Background: an optimization exercise with open tools, aiming at small area, a short achievable clock period and few clock cycles. Do not read the settings as production practice. At most, simulation tests tie the RTL to the original design; equivalence was not proved. No activity file was given, so power comes from the tool's default toggle rates.

## harbor
## RiscvSingleCycle_riscv_core
module RiscvSingleCycle_riscv_core (
    input var logic clk,
    input var logic rst,  
    output var logic [32-1:0] imem_addr ,
    input  var logic [32-1:0] imem_rdata,
    output var logic [32-1:0] dmem_addr ,
    output var logic [32-1:0] dmem_wdata,
    input  var logic [32-1:0] dmem_rdata,
    output var logic          dmem_we   ,
    output var logic          dmem_re
);
For scale: ~6500 cells after synthesis, about 640 flip-flops, roughly 56000 um2 of cells after synthesis.
==> flow/config.mk <==
export PLATFORM = sky130hd
export DESIGN_NAME = RiscvSingleCycle_riscv_core
export DESIGN_NICKNAME = RiscvSingleCycle_riscv_core
export VERILOG_FILES = /design/flow/design.v
export SDC_FILE = /design/flow/constraint.sdc
export NUM_CORES = 4
export LEC_CHECK = 0
export CAP_MARGIN = 20
export CORE_MARGIN = 2
export CORE_UTILIZATION = 45
export CTS_CLUSTER_DIAMETER = 60
export CTS_CLUSTER_SIZE = 20
export PLACE_DENSITY = 0.55
export SLEW_MARGIN = 20
==> flow/constraint.sdc <==
create_clock -name core_clock -period 150.0 [get_ports {clk}]
set_input_delay 30.0000 -clock core_clock [delete_from_list [all_inputs] [get_ports {clk}]]
set_output_delay 30.0000 -clock core_clock [all_outputs]
set_load 0.01 [all_outputs]
standard.sh (not shown) runs the stock make flow with config.mk's settings and CLKGATE_MAP_FILE= SYNTH_SCRIPT=/design/flow/synth_recipe.tcl, a recipe that flattens the netlist after the stock synthesis.
==> flow/flow/run.sh <==
#!/bin/bash
# The standard layout (the standard.sh: ORFS synthesis to final layout,
# unchanged), with two changes to how the ports' paths are built:
#  - the buffers ORFS puts on every input and output port are plain
#    sky130_fd_sc_hd__buf_2 cells instead of the delay-buffer cells buffer_ports
#    picks by default;
#  - after global placement (where the port buffers are added), each flip-flop
#    that drives an output port's buffer is resized to its 4x drive strength
#    (same cell function) and the placement legalized (flow/upsize.tcl); the
#    standard flow then continues with its repair, detailed placement, CTS and
#    routing.
# Each tool's full output goes to a log file here (ORFS also keeps its per-step
# logs under orfs/logs/).
set -euo pipefail
export BUFFER_PORTS_ARGS="-buffer_cell sky130_fd_sc_hd__buf_2"
R=$PWD/orfs/results/$FLOW_PLATFORM/RiscvSingleCycle_riscv_core/base
bash standard.sh $R/3_3_place_gp.odb > flow_gp.log 2>&1
UPSIZE_DB=$R/3_3_place_gp.odb openroad -no_init -exit flow/upsize.tcl > upsize.log 2>&1
bash standard.sh > flow.log 2>&1
==> flow/flow/upsize.tcl <==
# Resize every flip-flop that drives an output port's buffer to 4x drive.
# Reads and rewrites $::env(UPSIZE_DB), a global placement: the standard flow's
# detailed placement legalizes it afterwards.
read_liberty $::env(FLOW_HOME)/platforms/sky130hd/lib/sky130_fd_sc_hd__tt_025C_1v80.lib
read_db $::env(UPSIZE_DB)
set n 0
foreach port [get_ports -filter "direction == output"] {
  set net [get_nets [get_name $port]]
  foreach drv [get_pins -of_objects $net -filter "direction == output"] {
    set buf [get_cells -of_objects $drv]
    foreach ip [get_pins -of_objects $buf -filter "direction == input"] {
      set n2 [get_nets -of_objects $ip]
      foreach p2 [get_pins -of_objects $n2 -filter "direction == output"] {
        set ff [get_cells -of_objects $p2]
        set m [get_property $ff ref_name]
        if {[regexp {^(sky130_fd_sc_hd__(dfxtp|dfrtp|dfstp|edfxtp))_[12]$} $m -> base]} {
          set to ${base}_4
          if {[llength [get_lib_cells */$to]] == 0} { set to ${base}_2 }
          if {[llength [get_lib_cells */$to]] == 0} { continue }
          puts "upsize [get_full_name $ff] $m -> $to"
          replace_cell $ff $to
          incr n
        }
      }
    }
  }
}
puts "upsized $n flip-flops"
write_db $::env(UPSIZE_DB)
Testbench counts of harbor, summed over its fixed seeds: cycles 94,172.
diff inputs: harbor => xenon
# harbor
export LEC_CHECK = 0
export CAP_MARGIN = 20
export CORE_MARGIN = 2
export CORE_UTILIZATION = 45
export CTS_CLUSTER_DIAMETER = 60
export CTS_CLUSTER_SIZE = 20
export PLACE_DENSITY = 0.55
export SLEW_MARGIN = 20
create_clock -name core_clock -period 150.0 [get_ports {clk}]
# xenon
export LEC_CHECK = 0
export CAP_MARGIN = 20
export CORE_MARGIN = 2
export CORE_UTILIZATION = 55
export CTS_CLUSTER_DIAMETER = 80
export CTS_CLUSTER_SIZE = 24
export PLACE_DENSITY = 0.65
export SLEW_MARGIN = 20
create_clock -name core_clock -period 150.0 [get_ports {clk}]
==> comparison <==
xenon completed; timing, DRC and antenna clean. From harbor to xenon the numbers moved as follows: die width now smaller; clock-buffer cell count now smaller; combinational group share of total power now larger; instance area at placement now smaller. Per the comparison of xenon with harbor, non-clock buffer count has decreased, overall global routing resource usage has increased.
Edits applied to the flow inputs when going from xenon to delta:
# xenon
export LEC_CHECK = 0
export CAP_MARGIN = 20
export CORE_MARGIN = 2
export CORE_UTILIZATION = 55
export CTS_CLUSTER_DIAMETER = 80
export CTS_CLUSTER_SIZE = 24
export PLACE_DENSITY = 0.65
export SLEW_MARGIN = 20
create_clock -name core_clock -period 150.0 [get_ports {clk}]
# delta
export LEC_CHECK = 0
export CAP_MARGIN = 20
export CORE_MARGIN = 2
export CORE_UTILIZATION = 45
export PLACE_DENSITY = 0.55
export SLEW_MARGIN = 20
create_clock -name core_clock -period 150.0 [get_ports {clk}]
### Flow results
- Status: combinational power parity (xenon, delta)
- Re largest net degree at the start of global routing: xenon was lower than delta.
- Number of clock-tree buffers in the layout, xenon and delta: lower on xenon
- On post-route clock period utilization, xenon tracks delta almost exactly.
- Comparing xenon and delta, the higher worst hold slack was measured on xenon.
- Of xenon and delta, the run reporting the higher total power was delta.
- Between xenon and delta, the flow reports number of fillers in the final layout increasing by more than a quarter.
## Diff of input files: quartz against delta
# delta
export LEC_CHECK = 0
export CAP_MARGIN = 20
export CORE_MARGIN = 2
export CORE_UTILIZATION = 45
export PLACE_DENSITY = 0.55
export SLEW_MARGIN = 20
create_clock -name core_clock -period 150.0 [get_ports {clk}]
# quartz
export LEC_CHECK = 0
export CAP_MARGIN = 20
export CORE_MARGIN = 2
export CORE_UTILIZATION = 30
export PLACE_DENSITY = 0.4
export SLEW_MARGIN = 20
create_clock -name core_clock -period 150.0 [get_ports {clk}]
==> flow/flow/run.sh <==
#!/bin/bash
# The standard layout (the standard.sh: ORFS synthesis to final layout,
# unchanged), with two changes to how the ports' paths are built:
#  - the buffers ORFS puts on every input and output port are plain
#    sky130_fd_sc_hd__buf_2 cells instead of the delay-buffer cells buffer_ports
#    picks by default;
#  - after placement, each flip-flop that drives an output port's buffer is
#    resized to its 4x drive strength (same cell function), then the placement
#    is legalized again (flow/upsize.tcl).
# Each tool's full output goes to a log file here (ORFS also keeps its per-step
# logs under orfs/logs/).
set -euo pipefail
export BUFFER_PORTS_ARGS="-buffer_cell sky130_fd_sc_hd__buf_2"
bash standard.sh place > flow_place.log 2>&1
R=orfs/results/$FLOW_PLATFORM/RiscvSingleCycle_riscv_core/base
UPSIZE_DB=$R/3_place.odb openroad -no_init -exit flow/upsize.tcl > upsize.log 2>&1
bash standard.sh > flow.log 2>&1
diff --git a/flow/flow/upsize.tcl b/flow/flow/upsize.tcl
--- a/flow/flow/upsize.tcl
+++ b/flow/flow/upsize.tcl
@@ -1,4 +1,3 @@
-# Resize every flip-flop that drives an output port's buffer to 4x drive.
-# Reads and rewrites $::env(UPSIZE_DB), a global placement: the standard flow's
-# detailed placement legalizes it afterwards.
+# Resize every flip-flop that drives an output port's buffer to 4x drive, then
+# legalize the placement. Reads and rewrites $::env(UPSIZE_DB).
 read_liberty $::env(FLOW_HOME)/platforms/sky130hd/lib/sky130_fd_sc_hd__tt_025C_1v80.lib
@@ -28,2 +27,4 @@
 puts "upsized $n flip-flops"
+detailed_placement
+check_placement -verbose
 write_db $::env(UPSIZE_DB)
Notes after the runs:
Relative to delta, proportion of power drawn by combinational gates has gone down in quartz. On sequential-cell power consumption, quartz and delta are neck and neck. Clock edge transition at the registers on the reported setup and hold paths: quartz vs delta, no meaningful difference. Changes observed in quartz relative to delta: share of the final layout cell area in sequential cells now sits lower, final area +2.1%, final critical-path required period increased by 0.10 ns relative to the old numbers. delta -> quartz: period utilization flat.
Edits applied to the flow inputs when going from quartz to yarrow:
# quartz
export LEC_CHECK = 0
export CAP_MARGIN = 20
export CORE_MARGIN = 2
export CORE_UTILIZATION = 30
export PLACE_DENSITY = 0.4
export SLEW_MARGIN = 20
create_clock -name core_clock -period 150.0 [get_ports {clk}]
# yarrow
export LEC_CHECK = 0
export CAP_MARGIN = 20
export CORE_MARGIN = 2
export CORE_UTILIZATION = 45
export CTS_CLUSTER_DIAMETER = 80
export CTS_CLUSTER_SIZE = 24
export PLACE_DENSITY = 0.55
export SLEW_MARGIN = 20
create_clock -name core_clock -period 150.0 [get_ports {clk}]
==> flow/flow/run.sh <==
#!/bin/bash
# The standard layout (the standard.sh: ORFS synthesis to final layout,
# unchanged), with two changes to how the ports' paths are built:
#  - the buffers ORFS puts on every input and output port are plain
#    sky130_fd_sc_hd__buf_2 cells instead of the delay-buffer cells buffer_ports
#    picks by default;
#  - after global placement (where the port buffers are added), each flip-flop
#    that drives an output port's buffer is resized to its 4x drive strength
#    (same cell function) and the placement legalized (flow/upsize.tcl); the
#    standard flow then continues with its repair, detailed placement, CTS and
#    routing.
# Each tool's full output goes to a log file here (ORFS also keeps its per-step
# logs under orfs/logs/).
set -euo pipefail
export BUFFER_PORTS_ARGS="-buffer_cell sky130_fd_sc_hd__buf_2"
R=$PWD/orfs/results/$FLOW_PLATFORM/RiscvSingleCycle_riscv_core/base
bash standard.sh $R/3_3_place_gp.odb > flow_gp.log 2>&1
UPSIZE_DB=$R/3_3_place_gp.odb openroad -no_init -exit flow/upsize.tcl > upsize.log 2>&1
bash standard.sh > flow.log 2>&1
diff --git a/flow/flow/upsize.tcl b/flow/flow/upsize.tcl
--- a/flow/flow/upsize.tcl
+++ b/flow/flow/upsize.tcl
@@ -1,3 +1,4 @@
-# Resize every flip-flop that drives an output port's buffer to 4x drive, then
-# legalize the placement. Reads and rewrites $::env(UPSIZE_DB).
+# Resize every flip-flop that drives an output port's buffer to 4x drive.
+# Reads and rewrites $::env(UPSIZE_DB), a global placement: the standard flow's
+# detailed placement legalizes it afterwards.
 read_liberty $::env(FLOW_HOME)/platforms/sky130hd/lib/sky130_fd_sc_hd__tt_025C_1v80.lib
@@ -27,4 +28,2 @@
 puts "upsized $n flip-flops"
-detailed_placement
-check_placement -verbose
 write_db $::env(UPSIZE_DB)
Notes after the runs:
- On via count of the first global-routing pass: between quartz and yarrow, it ends up lower for yarrow.
- Cell count after placement for yarrow is lower than for quartz.
- Where routed wire length is concerned, quartz is outperformed by yarrow.
- Summary — smallest hold slack, yarrow relative to quartz: higher, by 0.0079 ns.
- Looking at worst relative slew slack across quartz and yarrow, the one that comes out lower is quartz.

## before
RiscvSingleCycle_riscv_core, a different RTL version from the one above (not shown whole).
For scale: ~6,400 cells after synthesis, roughly 160 I/O pins, ~55,000 sq um of cells after synthesis.
export LEC_CHECK = 0
export CAP_MARGIN = 20
export CORE_MARGIN = 2
export CORE_UTILIZATION = 30
export CTS_BUF_LIST = sky130_fd_sc_hd__clkbuf_8
export PLACE_DENSITY = 0.4
export SLEW_MARGIN = 20
create_clock -name core_clock -period 150.0 [get_ports {clk}]
==> flow/flow/run.sh <==
#!/bin/bash
# The standard layout (the standard.sh: ORFS synthesis to final layout,
# unchanged), except that the buffers ORFS puts on every input and output port
# are plain sky130_fd_sc_hd__buf_2 cells instead of the delay-buffer cells
# buffer_ports picks by default. Each tool's full output goes to flow.log here
# (ORFS also keeps its per-step logs under orfs/logs/).
set -euo pipefail
export BUFFER_PORTS_ARGS="-buffer_cell sky130_fd_sc_hd__buf_2"
bash standard.sh > flow.log 2>&1
Edits applied to the flow inputs when going from before to after:
==> flow/run.sh (new file) <==
#!/bin/bash
# synth_recipe.tcl (not shown) runs the flow's synth.tcl, then flattens the netlist and writes it again
# the make line also repeats each setting of config.mk as NAME=value (left out here)
make -C /OpenROAD-flow-scripts/flow DESIGN_CONFIG=/design/flow/config.mk WORK_HOME=/design/flow/orfs CLKGATE_MAP_FILE= SYNTH_SCRIPT=/design/flow/synth_recipe.tcl finish
diff --git a/flow/config.mk b/flow/config.mk
--- a/flow/config.mk
+++ b/flow/config.mk
@@ -11 +10,0 @@
-export CTS_BUF_LIST = sky130_fd_sc_hd__clkbuf_8
removed: flow/flow/run.sh
removed: flow/standard.sh
[summary]
- In summary, after completed successfully, with a layout that passed the timing, DRC and antenna checks.
- Reported for before and after, number of non-clock inverters turned out identical to the last digit.
- Wire: after routes less than before
- Against before, power in after came out worse.
No functional check of the RTL was part of any run of this note.

[port drivers added, routing unchanged]
No port has a modelled driver above. Below, the same layouts with a new extraction and two added sets of constraints. Step 1, drivers: a clkbuf_16 drives clk and a buf_2 each remaining input, both assumed. Step 2 adds t to the input delays and takes it off the output delays; t is the mean of the earliest and latest rising clock arrival at the registers after step 1. Input paths then give back, and output paths get back, about the clock's delay inside the block. Three values: no drivers, after step 1, after step 2; two values: the first two.
| run | shift t [ns] | setup WS [ns] | worst slew at a driven data input, ns |
|---|---|---|---|
| harbor | 0.794 | 118.489 / 118.403 / 118.419 | 0.06 |
| xenon | 0.766 | 118.515 / 118.439 / 118.405 | 0.05 |
| delta | 0.784 | 118.464 / 118.383 / 118.402 | 0.07 |
| quartz | 0.794 | 118.360 / 118.278 / 118.337 | 0.05 |
| yarrow | 0.783 | 118.484 / 118.404 / 118.440 | 0.07 |
| before | 0.982 | 117.964 / 117.882 / 118.523 | 0.05 |
| after | 0.826 | 117.644 / 117.562 / 118.055 | 0.05 |
After both steps setup and hold are still met in every run listed. For xenon, which loses most, drivers alone change the setup slack by -0.076 ns; drivers and shift together by -0.110 ns.
